Source: an optimization exercise on an open RTL-to-GDS flow (aim: small area and a short achievable clock period). Production flows keep margins and buffers that such runs may drop. Only simulation tests tie the RTL to the original design; equivalence was not proved. Power and IR drop assume default switching activity.

`flow/run.sh`:
```
#!/bin/bash
# synth_recipe.tcl (not shown) runs the flow's synth.tcl, then flattens the netlist and writes it again
# the make line also repeats each setting of config.mk as NAME=value (left out here)
make -C /OpenROAD-flow-scripts/flow DESIGN_CONFIG=/design/flow/config.mk WORK_HOME=/design/flow/orfs CLKGATE_MAP_FILE= SYNTH_SCRIPT=/design/flow/synth_recipe.tcl finish
```
`flow/config.mk`:
```
export PLATFORM = sky130hd
export DESIGN_NAME = microprocessor
export DESIGN_NICKNAME = microprocessor
export VERILOG_FILES = /design/flow/design.v
export SDC_FILE = /design/flow/constraint.sdc
export NUM_CORES = 4
export LEC_CHECK = 0
export CAP_MARGIN = 20
export CORE_MARGIN = 2
export CORE_UTILIZATION = 40
export SLEW_MARGIN = 20
```
`flow/constraint.sdc`:
```
create_clock -name core_clock -period 6.0 [get_ports {clk}]
set_input_delay 1.2000 -clock core_clock [delete_from_list [all_inputs] [get_ports {clk}]]
set_output_delay 1.2000 -clock core_clock [all_outputs]
set_load 0.01 [all_outputs]
```
`flow/design.v`:
```
module alu(A, B, selector, R, flagZ, flagN, flagC);
    parameter BUS_SIZE = 32;
    input[BUS_SIZE - 1: 0] A;
    input[BUS_SIZE - 1: 0] B;
    input[2: 0] selector;
    output flagZ;
    output flagN;
    output reg flagC;
    output reg [BUS_SIZE - 1 : 0] R;
	always @(A, B, selector)
	begin
		flagC = 1'b0;
		if (selector == 3'b000)	
			{flagC, R} = A + B;
		else if (selector == 3'b001)
			R = A - B;
		else if (selector == 3'b010)
			R = A & B;
		else if (selector == 3'b011)
			R = A | B;
		else if (selector == 3'b100)
			R = A ^ B;
		else 
			R = {BUS_SIZE{1'b0}};
	end 
	assign flagZ = ~(|R);
	assign flagN = R[BUS_SIZE - 1];
endmodule
module extend_sign(dataIn, dataOut);
	parameter BUS_IN = 16;
	parameter BUS_SIZE = 32;
	input [BUS_IN - 1 : 0] dataIn;
	output [BUS_SIZE - 1 : 0] dataOut;
	assign dataOut = {{(BUS_SIZE - BUS_IN){dataIn[BUS_IN - 1]}}, dataIn};
endmodule 
module register(D, Q, enable, clk, rst);
	parameter BUS_SIZE = 32;
	input [BUS_SIZE - 1 : 0] D;
	input enable;
	input clk;
	input rst;
	output reg [BUS_SIZE - 1 : 0] Q;
	always @(posedge clk)
	begin
		if (rst)
			Q <= {BUS_SIZE{1'b0}};
		else if(enable)
			Q <= D;
	end
endmodule
module ports(
    input [2:0] portWrite,
    input valueWrite,
    input enWrite,
    output [7:0] valuePort,
    input clk,
    input rst
    );
	reg [7:0] enable;
	always @(portWrite, valueWrite)
	begin
		case(portWrite)
			3'd0:	enable = {{7{1'b0}}, 1'b1};
			3'd1:	enable = {{6{1'b0}}, 1'b1, {1{1'b0}}};
			3'd2:	enable = {{5{1'b0}}, 1'b1, {2{1'b0}}};
			3'd3:	enable = {{4{1'b0}}, 1'b1, {3{1'b0}}};
			3'd4:	enable = {{3{1'b0}}, 1'b1, {4{1'b0}}};
			3'd5:	enable = {{2{1'b0}}, 1'b1, {5{1'b0}}};
			3'd6:	enable = {{1{1'b0}}, 1'b1, {6{1'b0}}};
			3'd7:	enable = {1'b1, {7{1'b0}}};
		endcase 	
	end
	genvar i;
	generate
		for (i = 0; i < 8; i = i + 1)
		begin: GENERATE_REGISTERS_BLOCK
			register #(.BUS_SIZE(1)) regi (
				.D(valueWrite),
				.Q(valuePort[i]),
				.enable(enable[i] & enWrite),
				.clk(clk),
				.rst(rst)
			);
		end
	endgenerate
endmodule
module port_memory(dirSelect, enWrMemory, enWrPort, selectRead, inputPorts, valueWriteMem);
    input [7:0] dirSelect;
    output reg enWrMemory;
    output reg enWrPort;
    output reg selectRead;
    input [1:0] inputPorts;
    output reg [31:0] valueWriteMem;
    always @(*) begin
        selectRead = 1'b0;
        valueWriteMem = 32'b0;
        enWrMemory = 1'b0;
        enWrPort = 1'b0;
        if (dirSelect < 7'd8)
        begin
            enWrMemory = 1'b0;
            enWrPort = 1'b1;
        end else if (dirSelect == 7'd8 || dirSelect == 7'd9) begin
            selectRead = 1'b1;
            if (dirSelect == 7'd8) begin
                valueWriteMem = {{31'b0}, inputPorts[0]};              
            end else begin
                valueWriteMem = {{31'b0}, inputPorts[1]};
            end
        end else begin
            enWrMemory = 1'b1;
            enWrPort = 1'b0;
        end
    end
endmodule
module sram(outA, outB, clk, enWrite, writeData, dirWrite, dirA, dirB);
	parameter BUS_SIZE = 32;
	parameter DIR_SIZE_INTERNAL = 5;
	parameter MEM_SIZE = 32;
	input clk;
	input enWrite;
	input [BUS_SIZE - 1 : 0] writeData;
	input [DIR_SIZE_INTERNAL - 1 : 0] dirWrite;
	input [DIR_SIZE_INTERNAL - 1 : 0] dirA;
	input [DIR_SIZE_INTERNAL - 1 : 0] dirB;
	output [BUS_SIZE - 1 : 0] outA;
	output [BUS_SIZE - 1 : 0] outB;
	reg [BUS_SIZE - 1 : 0] MEM [0 : MEM_SIZE - 1];
	assign outA = (dirA == {DIR_SIZE_INTERNAL{1'b0}}) ? {BUS_SIZE{1'b0}} : MEM[dirA];
	assign outB = (dirB == {DIR_SIZE_INTERNAL{1'b0}}) ? {BUS_SIZE{1'b0}} : MEM[dirB];
	always @(posedge clk)
	begin
		if (enWrite)
			MEM[dirWrite] <= writeData;
	end	
endmodule 
module program_counter(clk, rst, enable, dirInBranch, dirInJump, dirSel, dirOut);
	parameter DIR_SIZE = 32;
	input clk;
	input rst;
	input enable;
	input [1 : 0] dirSel;
	input [DIR_SIZE - 1 : 0] dirInBranch;
	input [DIR_SIZE - 1 : 0] dirInJump;
	output reg [DIR_SIZE - 1 : 0] dirOut;
	wire [DIR_SIZE - 1 : 0] dirBranch_src, dirJump_src, dirNormal, dirOut_src;	
	reg [DIR_SIZE - 1 : 0] dirOut_A, dirOut_B, dirBranch, dirJump;
	assign dirOut_src = dirSel[0] == 1'b1 ? dirBranch : (dirSel[1] == 1'b1 ? dirJump_src : dirNormal);
	assign dirBranch_src = dirOut_B + dirInBranch;	
	assign dirJump_src = dirOut_B + dirInJump;
	assign dirNormal = dirOut + {{(DIR_SIZE - 1){1'b0}}, 1'b1};
	always @(posedge clk) begin
	   if (rst)
	       dirOut <= {DIR_SIZE{1'b0}};
	   else
	       dirOut <= dirOut_src;
	end	
	always @(posedge clk) begin
	   if (rst) begin
	       dirOut_A <= {DIR_SIZE{1'b0}};
	       dirOut_B <= {DIR_SIZE{1'b0}};
	       dirJump <= {DIR_SIZE{1'b0}};
	       dirBranch <= {DIR_SIZE{1'b0}};
	   end else begin
	       dirOut_A <= dirOut;
	       dirOut_B <= dirOut_A;
	       dirJump <= dirJump_src;
	       dirBranch <= dirBranch_src;
	   end
	end
endmodule 
module control_path(opCode, functionCode, MemaReg, enWrSram, ALUSelector, enWriteMemory, enablePC, fteALU, clk, rst, regDst, flagZ, dirSelPC);
	parameter BUS_SIZE = 32;
	parameter DIR_SIZE = 32;
	parameter OPC_SIZE = BUS_SIZE;
	input [6 - 1 : 0] opCode;
	input [6 - 1 : 0] functionCode;
	input clk;
	input rst;
	input flagZ;
	output reg MemaReg;
	output reg enWrSram;
	output reg [2 : 0] ALUSelector;
	output reg fteALU;
	output reg enWriteMemory;
	output reg enablePC;
	output reg regDst;
	output [1:0] dirSelPC;	
	reg branch_src;
	reg branch_A;
	reg branch_B;
	reg jump;
	reg regDst_src;
	reg [2 : 0] ALUSelector_src;
	reg fteALU_src;
	reg enWriteMemory_src; 
	reg enWriteMemory_A;
	reg MemaReg_src;
	reg MemaReg_A;
	reg MemaReg_B;
	reg enWrSram_src;
	reg enWrSram_A;
	reg enWrSram_B;
	always @(posedge clk) begin
	   if (rst) begin
	       regDst <= 1'b0;
	       ALUSelector <= 3'b000;
	       fteALU <= 1'b0;
	       branch_A <= 1'b0;
	       branch_B <= 1'b0;
	       enWriteMemory_A <= 1'b0;
	       enWriteMemory <= 1'b0;
	       MemaReg_A <= 1'b0;
	       MemaReg_B <= 1'b0;
	       MemaReg <= 1'b0;
	       enWrSram <= 1'b0;
	       enWrSram_A <= 1'b0;
	       enWrSram_B <= 1'b0;
	   end else begin
	       regDst <= regDst_src;
	       fteALU <= fteALU_src;
	       ALUSelector <= ALUSelector_src;
	       branch_A <= branch_src;
	       branch_B <= branch_A;
	       enWriteMemory_A <= enWriteMemory_src;
	       enWriteMemory <= enWriteMemory_A;
	       MemaReg_A <= MemaReg_src;
	       MemaReg_B <= MemaReg_A;
	       MemaReg <= MemaReg_B;
	       enWrSram_A <= enWrSram_src;
	       enWrSram_B <= enWrSram_A;
	       enWrSram <= enWrSram_B;
	   end
	end
	assign dirSelPC = {jump, branch_B & flagZ};
	always @(opCode, functionCode)
	begin
		MemaReg_src = 1'b0;
		enWrSram_src = 1'b0;
		ALUSelector_src = 3'b000;
		enWriteMemory_src = 1'b0;
		branch_src = 1'b0;
		jump = 1'b0;
		enablePC = 1'b1;
		fteALU_src = 1'b0;
		regDst_src = 1'b0;		
		if (opCode == 6'b0) begin
			regDst_src = 1'b1;
			case (functionCode)
				6'b100000: begin  
					ALUSelector_src = 3'b000;
                    enWrSram_src = 1'b1;
                end
				6'b100010: begin  
					ALUSelector_src = 3'b001;
                    enWrSram_src = 1'b1;
                end
				6'b100100: begin 
					ALUSelector_src = 3'b010;
                    enWrSram_src = 1'b1;
                end
				6'b100101: begin 
					ALUSelector_src = 3'b011;
                    enWrSram_src = 1'b1;
                end
				6'b100110: begin 
					ALUSelector_src = 3'b100;
                    enWrSram_src = 1'b1;
                end
				6'b000000: begin 
					ALUSelector_src = 3'b000;
			     end
				default: begin
					ALUSelector_src = 3'b000;
					enWrSram_src = 1'b0;
                end
			endcase
		end
		else begin
			case(opCode)
				6'b100011: begin  
					enWrSram_src = 1'b1;	
					fteALU_src = 1'b1;
					MemaReg_src = 1'b1;
				end
				6'b101011: begin  
					fteALU_src = 1'b1;
					enWriteMemory_src = 1'b1;
					regDst_src = 1'b0;
					MemaReg_src = 1'b0;
				end
				6'b000100: begin  
					branch_src = 1'b1;
					ALUSelector_src = 3'b001;
					regDst_src = 1'b0;	
					MemaReg_src = 1'b0;
				end
				6'b000010: begin  
					jump = 1'b1;
					regDst_src = 1'b0;
					fteALU_src = 1'b0;
					branch_src = 1'b0;	
					MemaReg_src = 1'b0;
					ALUSelector_src = 3'b000;
				end
				6'b001111: begin  
					regDst_src = 1'b0;
					fteALU_src = 1'b1;
					enWrSram_src = 1'b1;
				end
				6'b001000: begin  
				    fteALU_src = 1'b1;
					ALUSelector_src = 3'b000;
					enWrSram_src = 1'b1;
					regDst_src = 1'b0;
				end
				6'b001100: begin  
				    fteALU_src = 1'b1;
					ALUSelector_src = 3'b010;	
					enWrSram_src = 1'b1;
					regDst_src = 1'b0;
				end
				6'b001101: begin  
				    fteALU_src = 1'b1;
					ALUSelector_src = 3'b011;
					enWrSram_src = 1'b1;
					regDst_src = 1'b0; 
				end
				6'b001110: begin  
				    fteALU_src = 1'b1;
					ALUSelector_src = 3'b100;	
					enWrSram_src = 1'b1;
					regDst_src = 1'b0;
				end
				default: begin
					enWrSram_src = 1'b0;
					regDst_src = 1'b0;
					fteALU_src = 1'b0;
				end
			endcase
		end
	end
endmodule 
module data_path(opCode, MemaReg, enWrSram, ALUSelector, enablePC, fteALU, clk, rst, regDst, flagZ, dirSelPC, ALU_res_memory, outMemory_memory, DRB_reg_file_memory, imem_addr, imem_data);
	parameter BUS_SIZE = 32;
	parameter DIR_SIZE = BUS_SIZE;
	parameter OPC_SIZE = BUS_SIZE; 
	parameter DIR_SIZE_INTERNAL = 5;  
	input clk;
	input rst;
	input MemaReg;
	input enWrSram;
	input [2 : 0] ALUSelector;
	input enablePC;
	input fteALU;
	input regDst;
	output reg flagZ;
	input [1:0] dirSelPC;
	output [BUS_SIZE - 1 : 0] ALU_res_memory;
	input [BUS_SIZE - 1 : 0] outMemory_memory;
	output [BUS_SIZE - 1 : 0] DRB_reg_file_memory;	
	output [7 : 0] imem_addr;
	input [OPC_SIZE - 1 : 0] imem_data;
	output [OPC_SIZE - 1 : 0] opCode;
	wire [BUS_SIZE - 1 : 0] ALU_res;
	wire [BUS_SIZE - 1 : 0] DW_reg_file;	
	wire [BUS_SIZE - 1 : 0] ALU_inB;
	wire [BUS_SIZE - 1 : 0] extendedData6;
	wire [DIR_SIZE - 1 : 0] dirPC;
	wire [DIR_SIZE_INTERNAL - 1 : 0] dirWriteRF;
	wire flagN, flagC;
	reg [OPC_SIZE - 1 : 0] opCode_reg;
	wire [OPC_SIZE - 1 : 0] opCode_src;
	reg [BUS_SIZE - 1 : 0] DRA_reg_file_reg;
    reg [BUS_SIZE - 1 : 0] DRB_reg_file_reg;
    reg [BUS_SIZE - 1 : 0] DRB_B_reg_file_reg;
	wire [BUS_SIZE - 1 : 0] DRA_reg_file_src;
	wire [BUS_SIZE - 1 : 0] DRB_reg_file_src;
	wire [BUS_SIZE - 1 : 0] ALU_res_src;
	reg [BUS_SIZE - 1 : 0] ALU_res_reg;
	reg [BUS_SIZE - 1 : 0] ALU_B_res_reg;
	wire flagZ_src;
	wire [DIR_SIZE_INTERNAL - 1 : 0] RtE_src;
	reg [DIR_SIZE_INTERNAL - 1 : 0] RtE_reg;
	wire [DIR_SIZE_INTERNAL - 1 : 0] RdE_src;
	reg [DIR_SIZE_INTERNAL - 1 : 0] RdE_reg;
	wire [DIR_SIZE_INTERNAL - 1 : 0] dirWriteRF_src;
	reg [DIR_SIZE_INTERNAL - 1 : 0] dirWriteRFA_reg;
	reg [DIR_SIZE_INTERNAL - 1 : 0] dirWriteRFB_reg;
	reg [BUS_SIZE - 1 : 0] outMemory_reg;
	wire [BUS_SIZE - 1 : 0] extendedData16_src;
	reg [BUS_SIZE - 1 : 0] extendedData16_reg;
	assign RtE_src = opCode_reg[15 : 11];
	assign RdE_src = opCode_reg[20 : 16];
	assign opCode = opCode_reg;
	assign ALU_res_memory = ALU_res_reg;
	always @(posedge clk) begin
	   if (rst) begin
	       opCode_reg <= {OPC_SIZE{1'b0}};
	       DRA_reg_file_reg <= {BUS_SIZE{1'b0}};
	       DRB_reg_file_reg <= {BUS_SIZE{1'b0}};
	       DRB_B_reg_file_reg <= {BUS_SIZE{1'b0}};
	       ALU_res_reg <= {BUS_SIZE{1'b0}};
	       ALU_B_res_reg <= {BUS_SIZE{1'b0}};
	       RtE_reg <= {DIR_SIZE_INTERNAL{1'b0}};
	       RdE_reg <= {DIR_SIZE_INTERNAL{1'b0}};
	       dirWriteRFA_reg <= {DIR_SIZE_INTERNAL{1'b0}};
	       dirWriteRFB_reg <= {DIR_SIZE_INTERNAL{1'b0}};
	       outMemory_reg <= {BUS_SIZE{1'b0}};
	       extendedData16_reg <= {BUS_SIZE{1'b0}};
	       flagZ <= 1'b0;
	   end else begin
	       opCode_reg <= opCode_src;
	       DRA_reg_file_reg <= DRA_reg_file_src;
	       DRB_reg_file_reg <= DRB_reg_file_src;
	       DRB_B_reg_file_reg <= DRB_reg_file_reg; 
	       ALU_res_reg <= ALU_res_src;
	       ALU_B_res_reg <= ALU_res_reg;
	       RdE_reg <= RdE_src;
	       RtE_reg <= RtE_src;
	       dirWriteRFA_reg <= dirWriteRF_src;
	       dirWriteRFB_reg <= dirWriteRFA_reg;
	       outMemory_reg <= outMemory_memory;
	       flagZ <= flagZ_src;
	       extendedData16_reg <= extendedData16_src;
	   end	   
	end
	assign DW_reg_file = MemaReg ? outMemory_reg : ALU_B_res_reg;
	assign ALU_inB = fteALU ? extendedData16_reg : DRB_reg_file_reg;
	assign dirWriteRF_src = regDst ? RtE_reg : RdE_reg;
	assign DRB_reg_file_memory = DRB_B_reg_file_reg; 
	sram #(.BUS_SIZE(BUS_SIZE), .DIR_SIZE_INTERNAL(DIR_SIZE_INTERNAL)) RegFile (
		.outA(DRA_reg_file_src),
		.outB(DRB_reg_file_src),
		.clk(clk),
		.enWrite(enWrSram),
		.writeData(DW_reg_file),
		.dirWrite(dirWriteRFB_reg),  
		.dirA(opCode_reg[25 : 21]),  
		.dirB(opCode_reg[20 : 16])  
	);
	assign imem_addr = dirPC[7 : 0];
	assign opCode_src = imem_data;
	alu #(.BUS_SIZE(BUS_SIZE)) MyALU (
		.A(DRA_reg_file_reg),
		.B(ALU_inB),
		.selector(ALUSelector),
		.R(ALU_res_src),
		.flagZ(flagZ_src),
		.flagN(flagN),
		.flagC(flagC)
	);
	extend_sign #(.BUS_IN(16), .BUS_SIZE(BUS_SIZE)) ex_signal16(
		.dataIn(opCode_reg[15 : 0]),
		.dataOut(extendedData16_src)
	);
	extend_sign #(.BUS_IN(26), .BUS_SIZE(BUS_SIZE)) ex_signal6(
		.dataIn(opCode_reg[25 : 0]),
		.dataOut(extendedData6)
	);
	program_counter #(.DIR_SIZE(DIR_SIZE)) MyPC(
		.clk(clk),
		.rst(rst),
		.enable(enablePC),
		.dirInBranch(extendedData16_reg),
		.dirInJump(extendedData6),
		.dirSel(dirSelPC),
		.dirOut(dirPC)
	);
endmodule 
module microprocessor(clk, rst, outputPorts, inputPorts, imem_addr, imem_data, dmem_addr, dmem_we, dmem_wdata, dmem_rdata);
	parameter BUS_SIZE = 32;
	parameter DIR_SIZE = BUS_SIZE;
	parameter OPC_SIZE = BUS_SIZE; 
	parameter DIR_SIZE_INTERNAL = 5;  
	input clk;
	input rst;
	input [1:0] inputPorts;
	output [7:0] outputPorts;
	output [7:0] imem_addr;
	input [31:0] imem_data;
	output [7:0] dmem_addr;
	output dmem_we;
	output [31:0] dmem_wdata;
	input [31:0] dmem_rdata;
	wire MemaReg;
	wire rst_n;
	wire enWrSram;
	wire [2 : 0] ALUSelector;
	wire enWriteMemory;
	wire branch;
	wire jump;
	wire enablePC;
	wire fteALU;
	wire regDst;
	wire [OPC_SIZE - 1 : 0] opCode;
	wire flagZ;
	wire [1:0] dirSelPC;
	wire [BUS_SIZE - 1 : 0] outMemory;
	wire [BUS_SIZE - 1 : 0] DRB_reg_file;
	wire [BUS_SIZE - 1 : 0] ALU_res;	
	assign rst_n = rst;
	data_path #(.BUS_SIZE(BUS_SIZE), .DIR_SIZE(DIR_SIZE)) myData(
		.opCode(opCode),
		.MemaReg(MemaReg),
		.enWrSram(enWrSram),
		.ALUSelector(ALUSelector),
		.enablePC(enablePC),
		.fteALU(fteALU),
		.clk(clk),
		.rst(rst_n),
		.regDst(regDst),
		.dirSelPC(dirSelPC),
		.flagZ(flagZ),
		.ALU_res_memory(ALU_res),
		.outMemory_memory(outMemory),
		.DRB_reg_file_memory(DRB_reg_file),
		.imem_addr(imem_addr),
		.imem_data(imem_data)
	);
	control_path #(.BUS_SIZE(BUS_SIZE), .DIR_SIZE(DIR_SIZE)) myControl(
		.opCode(opCode[31:26]),
		.functionCode(opCode[5:0]),
		.MemaReg(MemaReg),
		.enWrSram(enWrSram),
		.ALUSelector(ALUSelector),
		.enWriteMemory(enWriteMemory),
		.fteALU(fteALU),
		.enablePC(enablePC),
		.clk(clk),
		.rst(rst_n),
		.regDst(regDst),
		.dirSelPC(dirSelPC),
		.flagZ(flagZ)	
	);
	wire [7:0] dirmemory;
	wire enablePortsController;
	wire enableMemoryController;
	wire selectReadMemory;
	wire [31:0] valueWriteMemAlt, memoryOut;
	assign dirmemory = ALU_res[7:0];
	assign dmem_addr = dirmemory;
	assign dmem_we = enWriteMemory & enableMemoryController;
	assign dmem_wdata = DRB_reg_file;
	assign memoryOut = dmem_rdata;
	assign outMemory = !selectReadMemory ? memoryOut : valueWriteMemAlt;
	port_memory cont_mem(
	   .dirSelect(dirmemory),
	   .enWrMemory(enableMemoryController),
	   .enWrPort(enablePortsController),
	   .selectRead(selectReadMemory),
	   .inputPorts(inputPorts),
	   .valueWriteMem(valueWriteMemAlt)
	);
	ports pt(
        .portWrite(dirmemory[2:0]),
        .valueWrite(DRB_reg_file[0]),
        .enWrite(enablePortsController & enWriteMemory),
        .valuePort(outputPorts),
        .clk(clk),
        .rst(rst_n)
	);
endmodule 
```
==> impl_metrics.toml <==
[outcome]
status = "timing/DRC/antenna clean"

[detailed_routing]
wl_mm = 208
drc = 0
route.vias.total = 42800
avgRoutedWirePerCell_um = 30.1
ant_nets = 0
firstDrtPassIters = 6
vias_per_cell = 6.18
drt_first_iter_violations = 5040

[logic_synthesis]
synth.ff_latch_count = 1343
syn-mean-instance-area_um2 = 13.4
yosys_warnings = 8
synth.distinct_cells = 84
synth_area_leader_cell = "edfxtp_1"
synth_cells = 4710
synth_nets = 4893
ys_seq_area_share_pct = 58.7
synth_edf_count = 1024
synth_top_area_share_pct = 48.6
synthFlopType = "edfxtp_1"
syn_area_mm2 = 0.0633
synthArstFlopShare_pct = 0
synthTopCellsByArea = "edfxtp_1 (49%), dfxtp_1 (10%), mux4_2 (9.1%)"

[clocking]
path_clk_slew_ns = 0.07
cts_tree = "done"
cts-buffers-inserted = 143
cts.sinks = 1343
cts_buffer_depth = 3
clk_latency_ns = 0.81
cts_resized = 0
root_buffer = "clkbuf_16"
htreeDepth = 4
cts_setup_buffers = 0
cts_hold_buf = 0

[worst_setup_path]
regToRegSetupSlack_ns = 0.74
path_class = "flip-flop to flip-flop"
cp_cell_sequence = "clkinv_1 > a21oi_1 > ha_1 > nor2b_1 > a211oi_1 > o21bai_2 > o21ai_1 > a2111o_1 > o31ai_1 > xnor2_1 > a2111oi_0 > nand4_1 > or4_1 > nor4_2"
cp.arrival_ns = 5.97
crit_fanout = 16
max_stage_delay_ns = 0.77
critPathSlowestCell = "dfxtp_1"
cp-start-kind = "flip-flop"
crit_required_ns = 6.71
cp-end-kind = "flip-flop"
cp_top_family = "compound AO/OA/AOI/OAI gates"
path_buf_inv = 1

[timing]
fin_skew_ns = 0.0377
finalCritPeriodShare_pct = 87.7
hold_slack_ns = 0.418
rsz0062_at_grt = "false"
tns_ns = 0
max_clock_freq_mhz = 190
hold_viol = 0
slew-limit-headroom_pct = 22.8
slew_viol_final = 0
setup_violations = 0
period_needed_ns = 5.26
worst_slew_pin_slew_ns = 1.16

[pwr]
ir_drop_mv = 0.296
leakagePower_nw = 23.9
power_density_mw_per_mm2 = 302
p_total_mw = 21.7

[global_routing]
grt_max_degree = 98
grt_pass1_wl_mm = 295
grt_pass1_vias = 42000
grt_overflow = 0
antenna_found_initial = 5
grt_use_total_pct = 25.3

[placement]
dpl_cell_area_mm2 = 0.0671
port_buffers = 124
gp_congestion = 0.880
dp.final_hpwl_mm = 126

[finish]
regMostFlops = "myData.RegFile.MEM"
post-route-util_pct = 45.9
stdcell_area_mm2 = 0.0719
layout-drive-gt1-share_pct = 17.0
area_delta_synth_final_pct = 13.6
largest_register_ffs = 1024
nets = 4922

[job]
max_cap_violations = 0

[floorplanning]
start_util_pct = 40.4
die_y_um = 402
die_area_mm2 = 0.161
ioPinCount = 125
core-area_mm2 = 0.157
die_x_um = 402
num_rows = 145

[hold_path]
hp-class = "flip-flop to flip-flop"
cells in the mapped netlist (all sizes together), types with 4 or more instances:
cell and number:
a211oi 23, a21boi 10, a21o 19, a21oi 437
a221oi 7, a31o 6, a31oi 14, and2 16
and3 38, buf 101, clkbuf 244, dfxtp 319
edfxtp 1024, fa 4, ha 111, inv 124
mux2 163, mux2i 414, mux4 256, nand2 94
nand2b 18, nand3 36, nand3b 7, nand4 12
nor2 321, nor2b 154, nor3 87, nor3b 6
nor4 8, o211ai 25, o21ai 191, o21bai 17
o221ai 131, o22ai 142, o31ai 15, o41ai 4
or2 8, or3b 4, or4 5, xnor2 33
xor2 11
metrics by stage:
stage / cells / worst slack, ns
2_1_floorplan: 4710 / 1.42
3_3_place_gp: 6646 / 0.878
3_5_place_dp: 6652 / 0.807
4_1_cts: 6914 / 0.794
5_1_grt: 6917 / 0.540
6_report: 6918 / 0.740
worst reg2reg max path: stages (launching register included):
cell       delay [ns]
dfxtp_1          0.77
clkinv_1         0.54
a21oi_1          0.37
ha_1             0.47
nor2b_1          0.33
a211oi_1         0.13
o21bai_2         0.20
o21ai_1          0.09
a2111o_1         0.45
o31ai_1          0.28
xnor2_1          0.14
a2111oi_0        0.46
nand4_1          0.17
or4_1            0.52
nor4_2           0.25
power by group:
part | switching, mW | internal (mW) | total, mW
clock | 3.76 | 5.18 | 8.93
sequential | 0.164 | 10.2 | 10.3
combinational | 1.56 | 0.895 | 2.45
total | 5.48 | 16.2 | 21.7
kinds of logic after synthesis:
kind of cell               after synthesis  synth area share (%)
and+or+nand+nor                        823                  6.38
buffers and inverters                  470                  2.92
DFF                                   1343                  58.7
muxes                                  833                  18.6
AOI/OAI and AO/OA                     1082                  10.5
adders and majority gates              115                  2.32
xor gates and xnor gates                44                 0.609
cells in the final DEF (no fill, tap or decap), drive strengths merged, types with 131 or more instances in the layout:
| master | instances |
|---|---|
| edfxtp | 1024 |
| a21oi | 437 |
| mux2i | 414 |
| nor2 | 321 |
| dfxtp | 319 |
| mux4 | 256 |
| o21ai | 191 |
| clkbuf | 187 |
| mux2 | 163 |
| nor2b | 154 |
| o22ai | 142 |
| inv | 134 |
| o221ai | 131 |
worst paths after layout:
| path | start | end | cells after the start |
|---|---|---|---|
| worst min register to register | myData.ALU_res_reg[24]$_SDFF_PP0_ | myData.ALU_B_res_reg[24]$_SDFF_PP0_ | 1 |
| worst max register to register | myControl.fteALU$_SDFF_PP0_ | myData.flagZ$_SDFF_PP0_ | 14 |
| worst min-delay path | myData.ALU_res_reg[24]$_SDFF_PP0_ | myData.ALU_B_res_reg[24]$_SDFF_PP0_ | 1 |
| worst max-delay path | myControl.fteALU$_SDFF_PP0_ | myData.flagZ$_SDFF_PP0_ | 14 |
layout make-up:
| class | count | area [um2] |
|---|---|---|
| Fill cell | 13800 | 84700 |
| Clock inverter | 76 | 729 |
| Sequential cell | 1343 | 37200 |
| Tap cell | 2058 | 2570 |
| Antenna cell | 4 | 10.0 |
| Timing Repair Buffer | 229 | 2320 |
| Inverter | 125 | 469 |
| Multi-Input combinational cell | 2897 | 24600 |
| Clock buffer | 186 | 4010 |
metal layers:
metal | global-route usage, % | up-vias | routed length (um)
li1 | - | 18400 | -
met1 | 33.9 | 21900 | 84700
met2 | 40.7 | 2056 | 97800
met3 | 4.78 | 431 | 17600
met4 | 9.63 | 0 | 8020
met5 | 0 | - | 0

==> re-timing with driven ports <==
The flow's constraints put no driver on any port. The routed layout listed below was extracted and timed again, unchanged, in two steps.
Step 1 sets driving cells, clkbuf_16 on the clock port and buf_2 on the other inputs (assumed; they add their load-dependent delay and slew).
Step 2 times the ports against the registers' clock, not the clock port: input delays grow and output delays shrink by t, the midpoint of the rising clock arrivals with the driver on.
Three values: ideal, step 1, step 2; two values: the first two.
t, ns: 0.871
setup slack, ns: 0.740 / 0.740 / 0.740
cell pins on the clock port's net: 1
After both steps setup and hold are still met in this run. The setup slack of this run moves by 0.000 ns with the drivers and by 0.000 ns with both steps.
